What follows belongs to an exercise in optimizing a design on an open flow for small area, a short achievable clock period and few clock cycles per item; a production flow would make more cautious choices. The RTL was checked by simulation tests, not by an equivalence proof against the original design. Power figures rest on the tool's default switching activity, not on a simulated workload.

Design WallaceTreeMultiplier, start of the top module:
module WallaceTreeMultiplier (
    input                   clk,
    input                   rst,
    input  logic [31:0]     a,
    input  logic [31:0]     b,
    input  logic            start,
    input  logic [1:0]      mul_type,
    output logic            done,
    output logic [63:0]     p
);
For scale: about 1500 cells after synthesis, about 130 I/O pins, about 14000 um^2 of cells after synthesis.
export LEC_CHECK = 0
export CAP_MARGIN = 20
export CORE_MARGIN = 2
export CORE_UTILIZATION = 40
export SLEW_MARGIN = 20
create_clock -name core_clock -period 11.0 [get_ports {clk}]
standard.sh (not shown) runs the stock make flow with config.mk's settings and CLKGATE_MAP_FILE= SYNTH_SCRIPT=/design/flow/synth_recipe.tcl, a recipe that flattens the netlist after the stock synthesis.
==> flow/flow/run.sh <==
#!/bin/bash
# Standard layout, with timing repair asked to leave a larger setup margin,
# and plain buffers (not delay buffers) on the ports.
export SETUP_SLACK_MARGIN=7.8
export BUFFER_PORTS_ARGS="-buffer_cell sky130_fd_sc_hd__buf_2"
bash standard.sh > standard_run.log 2>&1
The starting point produced a clean layout.
Testbench counts at the start, summed over its fixed seeds: cycles 15,028, items 2,000.
Then changed:
==> flow/flow/run.sh (replaced) <==
#!/bin/bash
# Standard layout, with timing repair asked to leave a larger setup margin,
# plain buffers (not delay buffers) on the ports, and no dummy clock loads.
export SETUP_SLACK_MARGIN=7.2
export BUFFER_PORTS_ARGS="-buffer_cell sky130_fd_sc_hd__buf_1"
export CTS_ARGS="-sink_clustering_enable -repair_clock_nets -dont_use_dummy_load"
bash standard.sh > standard_run.log 2>&1
Effect: The new run finished with timing, DRC and antenna clean. Critical path depth fell by 1. Setup slack degrades by 0.29 ns. Routed wire length fell by a few percent. Sequential power barely changes.

* * *

WallaceTreeMultiplier again, from the RTL that the note above started with.
==> flow/config.mk <==
export PLATFORM = sky130hd
export DESIGN_NAME = WallaceTreeMultiplier
export DESIGN_NICKNAME = WallaceTreeMultiplier
export VERILOG_FILES = /design/flow/design.v
export SDC_FILE = /design/flow/constraint.sdc
export NUM_CORES = 4
export LEC_CHECK = 0
export CAP_MARGIN = 20
export CORE_MARGIN = 2
export CORE_UTILIZATION = 40
export SLEW_MARGIN = 20
==> flow/constraint.sdc <==
create_clock -name core_clock -period 11.0 [get_ports {clk}]
set_input_delay 2.2000 -clock core_clock [delete_from_list [all_inputs] [get_ports {clk}]]
set_output_delay 2.2000 -clock core_clock [all_outputs]
set_load 0.01 [all_outputs]
==> flow/flow/run.sh <==
#!/bin/bash
# Standard layout, with timing repair asked to leave a larger setup margin,
# plain buffers (not delay buffers) on the ports, and no dummy clock loads.
export SETUP_SLACK_MARGIN=7.4
export BUFFER_PORTS_ARGS="-buffer_cell sky130_fd_sc_hd__buf_1"
export CTS_ARGS="-sink_clustering_enable -repair_clock_nets -dont_use_dummy_load"
bash standard.sh > standard_run.log 2>&1
The baseline completed with no timing, DRC or antenna violations.
Testbench counts at the start, summed over its fixed seeds: cycles 15,028, items 2,000.
Next try:
--- a/flow/flow/run.sh
+++ b/flow/flow/run.sh
@@ -3,3 +3,3 @@
 # plain buffers (not delay buffers) on the ports, and no dummy clock loads.
-export SETUP_SLACK_MARGIN=7.4
+export SETUP_SLACK_MARGIN=7.62
 export BUFFER_PORTS_ARGS="-buffer_cell sky130_fd_sc_hd__buf_1"
Result: The changed run ran to the end with no violations. Routed wire length goes down slightly. Global-route usage barely changes. Maximum frequency rose by a few percent. Design area stays flat. Total power shrinks slightly. Hold slack loses 0.0099 ns. Combinational power is about the same. Clock-buffer cell count is unchanged.
Next try:
==> flow/flow/run.sh (replaced) <==
#!/bin/bash
# Standard layout, with timing repair asked to leave a larger setup margin.
export SETUP_SLACK_MARGIN=7.8
bash standard.sh > standard_run.log 2>&1
Effect: Maximum frequency is higher by 0.45%; clock power is higher by 19%; setup slack gets better by 0.015 ns; critical path depth does not change; sequential power is lower by about 6%.
Next try:
==> flow/flow/run.sh (replaced) <==
#!/bin/bash
# Standard layout, with timing repair asked to leave a larger setup margin,
# plain buffers (not delay buffers) on the ports, and no dummy clock loads.
export SETUP_SLACK_MARGIN=7.7
export BUFFER_PORTS_ARGS="-buffer_cell sky130_fd_sc_hd__buf_1"
export CTS_ARGS="-sink_clustering_enable -repair_clock_nets -dont_use_dummy_load"
bash standard.sh > standard_run.log 2>&1
Final area is lower by a little under a tenth.
Total power is lower by a few percent.
Global-route usage is lower by 1.2 points.
Utilization is lower by 4.0 points.
Die area stays the same.
Setup slack gains 0.077 ns.
First-iteration DRC count is lower by a little under a tenth.
Clock-buffer cell count stays the same.

static timing again, ports no longer ideal:
No port has a modelled driver above. Below, the same layouts with a new extraction and two added sets of constraints.
Step 1 (the two cells are an assumption about what drives the block):
set clk [get_ports {clk}]
set_driving_cell -lib_cell sky130_fd_sc_hd__clkbuf_16 $clk
set_driving_cell -lib_cell sky130_fd_sc_hd__buf_2 [delete_from_list [all_inputs] $clk]
Step 2 times the ports against the registers' clock, not the clock port: input delays grow and output delays shrink by t, the midpoint of the rising clock arrivals with the driver on.
a / b / c = ideal / step 1 / step 2; a / b = the first two.
run | shift t [ns] | setup slack, ns | worst register clock-pin slew, ns
the first run of note 1 | 0.500 | 7.725 / 7.686 / 7.725 | 0.07 / 0.07
the second run of note 1 | 0.489 | 7.433 / 7.433 / 7.433 | 0.08 / 0.08
the first run of note 2 | 0.490 | 7.516 / 7.514 / 7.516 | 0.08 / 0.08
the second run of note 2 | 0.495 | 7.600 / 7.599 / 7.600 | 0.07 / 0.07
the third run of note 2 | 0.501 | 7.615 / 7.615 / 7.502 | 0.08 / 0.08
the fourth run of note 2 | 0.489 | 7.693 / 7.677 / 7.693 | 0.08 / 0.08
After both steps every run listed still meets setup and hold. The setup slack of the third run of note 2, which loses most, moves by 0.000 ns with the drivers and by -0.113 ns with both steps.
